Context: an optimization exercise on an open-source flow, tuned for small area, a short achievable clock period and few clock cycles. The choices shown serve that exercise and are no tape-out recipe.
Where RTL was checked, it was by simulation tests only, not by an equivalence proof against the original.
Power figures rest on the tool's default switching activity, not on a simulated workload.

==> exp/xenon <==
==> flow/design.v <==
`default_nettype none
module sdram_controller (
    input  wire        clk,
    input  wire        rst,
    input  wire        req,
    input  wire        we,
    input  wire [3:0]  sel,
    input  wire [22:0] adr,
    input  wire [31:0] dat_i,
    output wire        ack,
    output wire [31:0] dat_o,
    output wire        sdram_cke,
    output wire        sdram_cs_n,
    output wire        sdram_ras_n,
    output wire        sdram_cas_n,
    output wire        sdram_we_n,
    output wire [3:0]  sdram_dqm,
    output wire [1:0]  sdram_ba,
    output wire [12:0] sdram_a,
    input  wire [31:0] sdram_dqi,
    output wire [31:0] sdram_dqo
);
    localparam [3:0] CMD_NOP       = 4'b0111;
    localparam [3:0] CMD_ACTIVE    = 4'b0011;
    localparam [3:0] CMD_READ      = 4'b0101;
    localparam [3:0] CMD_WRITE     = 4'b0100;
    localparam [3:0] CMD_PRECHARGE = 4'b0010;
    localparam [3:0] CMD_REFRESH   = 4'b0001;
    localparam [9:0] REF_AT = 10'd760;
    reg  [3:0]  cmd_q;
    reg  [1:0]  ba_q;
    reg  [12:0] a_q;
    reg  [31:0] dqo_q;
    reg  [3:0]  dqm_q;
    reg  [3:0]  open_q;
    reg  [12:0] row_q [0:3];
    reg  [2:0]  tact_q [0:3];    
    reg  [2:0]  tref_q;          
    reg  [9:0]  rcnt_q;
    reg         rreq_q;
    reg         cv_q, av_q, bv_q;           
    reg  [22:0] ctag_q, atag_q, btag_q;
    reg         rpend_q;                    
    reg         eon_q;
    reg  [22:0] p0_q, p1_q;
    reg  [7:0]  d0_q, d1_q;
    reg  [22:0] h1_q;
    reg  [11:0] h2_q;
    reg         hseq_q;                     
    reg  [1:0]  hcnt_q;
    integer i;
    wire rd = req & ~we;
    wire wr = req & we;
    wire hit_b = bv_q & (adr == btag_q);
    wire [1:0]  xb = adr[13:12];
    wire [12:0] xr = {adr[1:0], adr[22:14]};
    wire [1:0]  pb = p0_q[13:12];
    wire [12:0] pr = {p0_q[1:0], p0_q[22:14]};
    wire last_act = (cmd_q == CMD_ACTIVE);
    wire last_pre = (cmd_q == CMD_PRECHARGE);
    wire last_wr  = (cmd_q == CMD_WRITE);
    reg [3:0] rw_ok, pre_ok, act_ok, row_hit_x;
    reg       all_pre_ok, ref_ok;
    always @* begin
        all_pre_ok = ~last_wr;
        ref_ok = (tref_q == 3'd7) & ~last_pre & ~(|open_q);
        for (i = 0; i < 4; i = i + 1) begin
            rw_ok[i]  = open_q[i] & (tact_q[i] >= 3'd2);
            pre_ok[i] = (tact_q[i] >= 3'd5) & ~(last_wr & ba_q == i);
            act_ok[i] = (tact_q[i] == 3'd7) & ~last_pre & ~last_act & (tref_q == 3'd7);
            row_hit_x[i] = (row_q[i] == xr);
            if (open_q[i] && tact_q[i] < 3'd5)
                all_pre_ok = 1'b0;
        end
    end
    wire x_rowok = open_q[xb] & row_hit_x[xb];
    wire x_go    = rw_ok[xb] & row_hit_x[xb] & ~rreq_q;
    wire p_go    = eon_q & rw_ok[pb] & (row_q[pb] == pr) & ~rreq_q;
    wire wr_acc = wr & x_go;
    wire rd_ack = rd & hit_b;
    wire miss   = rd & ~hit_b & ~rpend_q;
    assign ack = rd_ack | wr_acc;
    assign dat_o = sdram_dqi;
    reg  [3:0]  cmd_d;
    reg  [1:0]  ba_d;
    reg  [12:0] a_d;
    reg         do_act, do_pre, do_pre_all, do_ref, dir_rd, spec_rd;
    always @* begin
        cmd_d = CMD_NOP;
        ba_d = xb;
        a_d = {3'b000, adr[11:2]};
        do_act = 1'b0;
        do_pre = 1'b0;
        do_pre_all = 1'b0;
        do_ref = 1'b0;
        dir_rd = 1'b0;
        spec_rd = 1'b0;
        if (rreq_q) begin
            a_d[10] = 1'b1;
            if (|open_q) begin
                if (all_pre_ok) begin
                    cmd_d = CMD_PRECHARGE;
                    do_pre_all = 1'b1;
                end
            end else if (ref_ok) begin
                cmd_d = CMD_REFRESH;
                do_ref = 1'b1;
            end
        end else if (wr | miss) begin
            if (x_rowok) begin
                if (x_go) begin
                    cmd_d = wr ? CMD_WRITE : CMD_READ;
                    dir_rd = rd;
                end
            end else if (open_q[xb]) begin
                if (pre_ok[xb]) begin
                    cmd_d = CMD_PRECHARGE;
                    do_pre = 1'b1;
                end
            end else if (act_ok[xb]) begin
                cmd_d = CMD_ACTIVE;
                a_d = xr;
                do_act = 1'b1;
            end
        end else if (p_go) begin
            cmd_d = CMD_READ;
            ba_d = pb;
            a_d = {3'b000, p0_q[11:2]};
            spec_rd = 1'b1;
        end
    end
    assign sdram_cke = 1'b1;
    assign {sdram_cs_n, sdram_ras_n, sdram_cas_n, sdram_we_n} = cmd_q;
    assign sdram_ba = ba_q;
    assign sdram_a = a_q;
    assign sdram_dqo = dqo_q;
    assign sdram_dqm = dqm_q;
    wire        dual = (hcnt_q == 2'd3) & hseq_q & (adr != h1_q + 23'd4);
    wire [22:0] t_p0 = dual ? h1_q + 23'd4 : adr + 23'd4;
    wire [7:0]  t_dx = adr[7:0] - h2_q[7:0];
    wire [22:0] t_p1 = dual ? adr + {15'd0, t_dx} : adr + 23'd8;
    wire [7:0]  t_d0 = dual ? 8'd4 : 8'd8;
    wire [7:0]  t_d1 = dual ? t_dx : 8'd8;
    always @(posedge clk) begin
        if (rst) begin
            cmd_q <= CMD_NOP;
            open_q <= 4'd0;
            for (i = 0; i < 4; i = i + 1)
                tact_q[i] <= 3'd7;
            tref_q <= 3'd7;
            rcnt_q <= 10'd0;
            rreq_q <= 1'b0;
            cv_q <= 1'b0;
            av_q <= 1'b0;
            bv_q <= 1'b0;
            rpend_q <= 1'b0;
            eon_q <= 1'b0;
            hcnt_q <= 2'd0;
        end else begin
            cmd_q <= cmd_d;
            for (i = 0; i < 4; i = i + 1)
                if (tact_q[i] != 3'd7) tact_q[i] <= tact_q[i] + 3'd1;
            if (tref_q != 3'd7) tref_q <= tref_q + 3'd1;
            if (do_act) begin
                open_q[xb] <= 1'b1;
                tact_q[xb] <= 3'd1;
            end
            if (do_pre)
                open_q[xb] <= 1'b0;
            if (do_pre_all)
                open_q <= 4'd0;
            if (do_ref) begin
                tref_q <= 3'd1;
                rcnt_q <= 10'd0;
                rreq_q <= 1'b0;
            end else begin
                rcnt_q <= rcnt_q + 10'd1;
                if (rcnt_q == REF_AT)
                    rreq_q <= 1'b1;
            end
            cv_q <= (dir_rd | spec_rd);
            av_q <= cv_q & ~wr_acc;
            bv_q <= av_q & ~wr_acc;
            rpend_q <= (rpend_q | dir_rd) & ~rd_ack & ~wr_acc;
            if (wr_acc) begin
                eon_q <= 1'b0;
                hcnt_q <= 2'd0;
            end else if (dir_rd)
                eon_q <= 1'b1;
            if (rd_ack && hcnt_q != 2'd3)
                hcnt_q <= hcnt_q + 2'd1;
        end
        ba_q <= ba_d;
        a_q <= a_d;
        dqo_q <= dat_i;
        dqm_q <= ~sel;
        if (do_act)
            row_q[xb] <= xr;
        ctag_q <= spec_rd ? p0_q : adr;
        atag_q <= ctag_q;
        btag_q <= atag_q;
        if (dir_rd) begin
            p0_q <= t_p0;
            p1_q <= t_p1;
            d0_q <= t_d0;
            d1_q <= t_d1;
        end else if (spec_rd) begin
            p0_q <= p1_q;
            p1_q <= p0_q + {15'd0, d0_q};
            d0_q <= d1_q;
            d1_q <= d0_q;
        end
        if (rd_ack) begin
            h1_q <= adr;
            h2_q <= h1_q[11:0];
            hseq_q <= (adr[11:0] == h2_q + 12'd4);
        end
    end
endmodule
`default_nettype wire
`default_nettype none
module user_proj_sdram (
    input  wire        wb_clk_i,
    input  wire        wb_rst_i,
    input  wire        wbs_stb_i,
    input  wire        wbs_cyc_i,
    input  wire        wbs_we_i,
    input  wire [3:0]  wbs_sel_i,
    input  wire [31:0] wbs_dat_i,
    input  wire [31:0] wbs_adr_i,
    output wire        wbs_ack_o,
    output wire [31:0] wbs_dat_o,
    output wire        sdram_cke,
    output wire        sdram_cs_n,
    output wire        sdram_ras_n,
    output wire        sdram_cas_n,
    output wire        sdram_we_n,
    output wire [3:0]  sdram_dqm,
    output wire [1:0]  sdram_ba,
    output wire [12:0] sdram_a,
    input  wire [31:0] sdram_dqi,
    output wire [31:0] sdram_dqo
);
    sdram_controller u_ctrl (
        .clk      (wb_clk_i),
        .rst      (wb_rst_i),
        .req      (wbs_stb_i & wbs_cyc_i),
        .we       (wbs_we_i),
        .sel      (wbs_sel_i),
        .adr      (wbs_adr_i[22:0]),
        .dat_i    (wbs_dat_i),
        .ack      (wbs_ack_o),
        .dat_o    (wbs_dat_o),
        .sdram_cke(sdram_cke),
        .sdram_cs_n(sdram_cs_n),
        .sdram_ras_n(sdram_ras_n),
        .sdram_cas_n(sdram_cas_n),
        .sdram_we_n(sdram_we_n),
        .sdram_dqm(sdram_dqm),
        .sdram_ba (sdram_ba),
        .sdram_a  (sdram_a),
        .sdram_dqi(sdram_dqi),
        .sdram_dqo(sdram_dqo)
    );
endmodule
`default_nettype wire
==> flow/run.sh <==
#!/bin/bash
# synth_recipe.tcl (not shown) runs the flow's synth.tcl, then flattens the netlist and writes it again
# the make line also repeats each setting of config.mk as NAME=value (left out here)
make -C /OpenROAD-flow-scripts/flow DESIGN_CONFIG=/design/flow/config.mk WORK_HOME=/design/flow/orfs CLKGATE_MAP_FILE= SYNTH_SCRIPT=/design/flow/synth_recipe.tcl finish
==> flow/config.mk <==
export PLATFORM = sky130hd
export DESIGN_NAME = user_proj_sdram
export DESIGN_NICKNAME = user_proj_sdram
export VERILOG_FILES = /design/flow/design.v
export SDC_FILE = /design/flow/constraint.sdc
export NUM_CORES = 4
export LEC_CHECK = 0
export CAP_MARGIN = 20
export CORE_MARGIN = 2
export CORE_UTILIZATION = 40
export SLEW_MARGIN = 20
==> flow/constraint.sdc <==
create_clock -name core_clock -period 4.5 [get_ports {wb_clk_i}]
set_input_delay 0.9000 -clock core_clock [delete_from_list [all_inputs] [get_ports {wb_clk_i}]]
set_output_delay 0.9000 -clock core_clock [all_outputs]
set_load 0.01 [all_outputs]
==> exp/harbor: changes against exp/xenon <==
==> flow/design.v, changed modules only <==
module sdram_controller (
    input  wire        clk,
    input  wire        rst,
    input  wire        req,
    input  wire        we,
    input  wire [3:0]  sel,
    input  wire [22:0] adr,
    input  wire [31:0] dat_i,
    output wire        ack,
    output wire [31:0] dat_o,
    output wire        sdram_cke,
    output wire        sdram_cs_n,
    output wire        sdram_ras_n,
    output wire        sdram_cas_n,
    output wire        sdram_we_n,
    output wire [3:0]  sdram_dqm,
    output wire [1:0]  sdram_ba,
    output wire [12:0] sdram_a,
    input  wire [31:0] sdram_dqi,
    output wire [31:0] sdram_dqo
);
    localparam [3:0] CMD_NOP       = 4'b0111;
    localparam [3:0] CMD_ACTIVE    = 4'b0011;
    localparam [3:0] CMD_READ      = 4'b0101;
    localparam [3:0] CMD_WRITE     = 4'b0100;
    localparam [3:0] CMD_PRECHARGE = 4'b0010;
    localparam [3:0] CMD_REFRESH   = 4'b0001;
    localparam [9:0] REF_AT = 10'd760;
    reg  [3:0]  cmd_q;
    reg  [1:0]  ba_q;
    reg  [12:0] a_q;
    reg  [3:0]  open_q;
    reg  [10:0] row_q [0:3];
    reg  [2:0]  tact_q [0:3];    
    reg  [2:0]  tref_q;          
    reg  [9:0]  rcnt_q;
    reg         rreq_q;
    reg         av_q, bv_q;
    reg  [11:0] atag_q, btag_q;
    reg         rpend_q;                    
    reg         eon_q;
    reg  [11:0] p0_q, p1_q;                 
    reg  [5:0]  d0_q, d1_q;                 
    reg  [11:0] h1n_q;                      
    reg  [9:0]  h2n_q;                      
    reg         hseq_q;                     
    reg  [1:0]  hcnt_q;
    integer i;
    wire rd = req & ~we;
    wire wr = req & we;
    wire [1:0]  xb = adr[13:12];
    wire [10:0] xr = {adr[1:0], adr[22:14]};
    wire [1:0]  pb = p0_q[11:10];
    wire last_act = (cmd_q == CMD_ACTIVE);
    wire last_pre = (cmd_q == CMD_PRECHARGE);
    wire pins_free = (cmd_q == CMD_NOP) | (cmd_q == CMD_READ);
    reg [3:0] rw_ok, wr_ok, pre_ok, act_ok, row_hit_x;
    reg       all_pre_ok, ref_ok;
    always @* begin
        all_pre_ok = 1'b1;
        ref_ok = (tref_q == 3'd7) & ~last_pre & ~(|open_q);
        for (i = 0; i < 4; i = i + 1) begin
            rw_ok[i]  = open_q[i] & (tact_q[i] >= 3'd2);
            wr_ok[i]  = open_q[i] & (tact_q[i] >= 3'd3);
            pre_ok[i] = (tact_q[i] >= 3'd5);
            act_ok[i] = (tact_q[i] == 3'd7) & ~last_pre & ~last_act & (tref_q == 3'd7);
            row_hit_x[i] = (row_q[i] == xr);
            if (open_q[i] && tact_q[i] < 3'd5)
                all_pre_ok = 1'b0;
        end
    end
    wire x_rowok = open_q[xb] & row_hit_x[xb];
    wire hit_b   = bv_q & (adr[13:2] == btag_q) & row_hit_x[xb];
    wire       col_eq = (adr[11:2] == btag_q[9:0]);
    reg  [3:0] ack_b;
    always @* begin
        for (i = 0; i < 4; i = i + 1)
            ack_b[i] = (xb == i) & row_hit_x[i] &
                       ((rd & col_eq & bv_q & (btag_q[11:10] == i)) |
                        (wr & wr_ok[i] & ~rreq_q & pins_free));
    end
    wire x_go    = rw_ok[xb] & row_hit_x[xb] & ~rreq_q;
    wire w_go    = wr_ok[xb] & row_hit_x[xb] & ~rreq_q & pins_free;
    wire w_sel   = wr & pins_free;    
    wire p_go    = eon_q & rw_ok[pb] & ~rreq_q;
    wire wr_acc = wr & w_go;
    wire rd_ack = rd & hit_b;
    wire miss   = rd & ~hit_b & ~rpend_q;
    assign ack = |ack_b;
    assign dat_o = sdram_dqi;
    reg  [3:0]  cmd_d;
    reg  [1:0]  ba_d;
    reg  [12:0] a_d;
    reg         do_act, do_pre, do_pre_all, do_ref, dir_rd, spec_rd;
    always @* begin
        cmd_d = CMD_NOP;
        ba_d = xb;
        a_d = {3'b000, adr[11:2]};
        do_act = 1'b0;
        do_pre = 1'b0;
        do_pre_all = 1'b0;
        do_ref = 1'b0;
        dir_rd = 1'b0;
        spec_rd = 1'b0;
        if (rreq_q) begin
            a_d[10] = 1'b1;
            if (|open_q) begin
                if (all_pre_ok) begin
                    cmd_d = CMD_PRECHARGE;
                    do_pre_all = 1'b1;
                end
            end else if (ref_ok) begin
                cmd_d = CMD_REFRESH;
                do_ref = 1'b1;
            end
        end else if (wr | miss) begin
            if (x_rowok) begin
                if (rd & x_go) begin
                    cmd_d = CMD_READ;
                    dir_rd = 1'b1;
                end
            end else if (open_q[xb]) begin
                if (pre_ok[xb]) begin
                    cmd_d = CMD_PRECHARGE;
                    do_pre = 1'b1;
                end
            end else if (act_ok[xb]) begin
                cmd_d = CMD_ACTIVE;
                a_d = {2'b00, xr};
                do_act = 1'b1;
            end
        end else if (p_go) begin
            cmd_d = CMD_READ;
            ba_d = pb;
            a_d = {3'b000, p0_q[9:0]};
            spec_rd = 1'b1;
        end
    end
    assign sdram_cke = 1'b1;
    assign sdram_cs_n  = cmd_q[3];
    assign sdram_ras_n = w_sel | cmd_q[2];
    assign sdram_cas_n = w_sel ? ~w_go : cmd_q[1];
    assign sdram_we_n  = w_sel ? ~w_go : cmd_q[0];
    assign sdram_ba = w_sel ? xb : ba_q;
    assign sdram_a = w_sel ? {3'b000, adr[11:2]} : a_q;
    assign sdram_dqo = dat_i;
    assign sdram_dqm = ~sel;
    wire        dual = (hcnt_q == 2'd3) & hseq_q & (adr[11:2] != h1n_q[9:0]);
    wire [5:0]  t_dx = adr[7:2] - h2n_q[5:0] + 6'd1;
    wire [9:0]  t_2x = {adr[10:2], 1'b1} - h2n_q;   
    wire [11:0] t_p0 = dual ? h1n_q : {adr[13:12], adr[11:2] + 10'd1};
    wire [11:0] t_p1 = {adr[13:12], dual ? t_2x : adr[11:2] + 10'd2};
    wire [5:0]  t_d0 = dual ? 6'd1 : 6'd2;
    wire [5:0]  t_d1 = dual ? t_dx[5:0] : 6'd2;
    always @(posedge clk) begin
        if (rst) begin
            cmd_q <= CMD_NOP;
            open_q <= 4'd0;
            for (i = 0; i < 4; i = i + 1)
                tact_q[i] <= 3'd7;
            tref_q <= 3'd7;
            rcnt_q <= 10'd0;
            rreq_q <= 1'b0;
            av_q <= 1'b0;
            bv_q <= 1'b0;
            rpend_q <= 1'b0;
            eon_q <= 1'b0;
            hcnt_q <= 2'd0;
        end else begin
            cmd_q <= cmd_d;
            for (i = 0; i < 4; i = i + 1)
                if (tact_q[i] != 3'd7) tact_q[i] <= tact_q[i] + 3'd1;
            if (tref_q != 3'd7) tref_q <= tref_q + 3'd1;
            if (do_act) begin
                open_q[xb] <= 1'b1;
                tact_q[xb] <= 3'd1;
            end
            if (do_pre)
                open_q[xb] <= 1'b0;
            if (do_pre_all)
                open_q <= 4'd0;
            if (do_ref) begin
                tref_q <= 3'd1;
                rcnt_q <= 10'd0;
                rreq_q <= 1'b0;
            end else begin
                rcnt_q <= rcnt_q + 10'd1;
                if (rcnt_q == REF_AT)
                    rreq_q <= 1'b1;
            end
            av_q <= (cmd_q == CMD_READ) & ~w_sel;
            bv_q <= av_q & ~wr_acc;
            rpend_q <= (rpend_q | dir_rd) & ~rd_ack & ~wr_acc;
            if (wr_acc) begin
                eon_q <= 1'b0;
                hcnt_q <= 2'd0;
            end else if (dir_rd)
                eon_q <= 1'b1;
            if (rd_ack && hcnt_q != 2'd3)
                hcnt_q <= hcnt_q + 2'd1;
        end
        ba_q <= ba_d;
        a_q <= a_d;
        if (do_act)
            row_q[xb] <= xr;
        atag_q <= {ba_q, a_q[9:0]};
        btag_q <= atag_q;
        if (dir_rd) begin
            p0_q <= t_p0;
            p1_q <= t_p1;
            d0_q <= t_d0;
            d1_q <= t_d1;
        end else if (spec_rd) begin
            p0_q <= p1_q;
            p1_q <= {p0_q[11:10], p0_q[9:0] + {4'd0, d0_q}};
            d0_q <= d1_q;
            d1_q <= d0_q;
        end
        if (rd_ack) begin
            h1n_q <= {adr[13:12], adr[11:2] + 10'd1};
            h2n_q <= h1n_q[9:0];
            hseq_q <= (adr[11:2] == h2n_q);
        end
    end
endmodule
==> flow/flow/run.sh (new file) <==
#!/bin/bash
# Standard layout, with the smallest buffer on the ports (buffer_ports
# otherwise picks clkdlybuf4s50_1); timing repair still sizes them up where
# needed. Each tool writes its own log under orfs/logs; make's output goes
# to flow_make.log.
set -euo pipefail
export BUFFER_PORTS_ARGS="-buffer_cell sky130_fd_sc_hd__buf_1"
bash standard.sh > flow_make.log 2>&1
==> flow/standard.sh (new file) <==
#!/bin/bash
# synth_recipe.tcl (not shown) runs the flow's synth.tcl, then flattens the netlist and writes it again
# the make line also repeats each setting of config.mk as NAME=value (left out here)
make -C /OpenROAD-flow-scripts/flow DESIGN_CONFIG=/design/flow/config.mk WORK_HOME=/design/flow/orfs CLKGATE_MAP_FILE= SYNTH_SCRIPT=/design/flow/synth_recipe.tcl "${@:-finish}"
--- a/flow/config.mk
+++ b/flow/config.mk
@@ -5,7 +5,9 @@
 export SDC_FILE = /design/flow/constraint.sdc
 export NUM_CORES = 4
 export LEC_CHECK = 0
+export ABC_AREA = 1
 export CAP_MARGIN = 20
 export CORE_MARGIN = 2
 export CORE_UTILIZATION = 40
+export SETUP_SLACK_MARGIN = 1.5
 export SLEW_MARGIN = 20
removed: flow/run.sh
==> notes <==
Against exp/harbor, the core utilization of exp/xenon is higher by 4.4 points.
Clock skew: exp/xenon is higher than exp/harbor (0.0043 ns).
In exp/harbor the combinational power is smaller than in exp/xenon, by about 9%.
Between exp/xenon and exp/harbor, the lower register-to-register slack is in exp/xenon (gap 1.4 ns).
Non-clock buffer count: exp/xenon is higher than exp/harbor (164).
==> figures <==
item	exp/xenon	exp/harbor
Outcome	no timing/DRC/antenna violations	no timing/DRC/antenna violations
Number of non-clock inverters	64	149
Internal	5.36 mW	2.98 mW
Slowest CP cell	clkdlybuf4s50_1	nor3_2
Met3 wirelength from detailed routing	2.84 mm	1.14 mm
Wire length of the first global-routing pass	65.8 mm	39.0 mm
Synthesized netlist cell count	1413	1250
Post-place instance area	17500 um2	10300 um2
Crit path buf inv count	4	3
Fin Hold WS	0.323 ns	0.326 ns
Clock group share of total power	42.6%	33.4%
Area taken by flip-flops and latches	7470 um2	4620 um2
Testbench counts of exp/harbor, summed over its fixed seeds: cycles 23,278.
The RTL of exp/xenon was laid out without a check of its function.

## afterwards: timing with drivers on the ports
The results above use ideal ports. As a check the final layouts listed here were re-extracted and re-timed, cells and wires unchanged. Step 1 assumes that a clkbuf_16 drives the clock port and a buf_2 every other input. Step 2, shift: input delay + t, output delay - t, t = (earliest + latest rising clock arrival at the registers) / 2. This alone moves slack from input paths to output paths. Three values: no drivers, after step 1, after step 2; two values: the first two.
run | t (ns) | slack for setup (ns) | worst setup path at the end
exp/xenon | 0.589 | 0.258 / 0.236 / -0.276 | input to register
exp/harbor | 0.474 | 1.269 / 1.213 / 1.150 | input to register
Met with ideal ports but missed after step 2: setup timing in exp/xenon. For exp/xenon, which loses most, drivers alone change the setup slack by -0.022 ns; drivers and shift together by -0.534 ns.
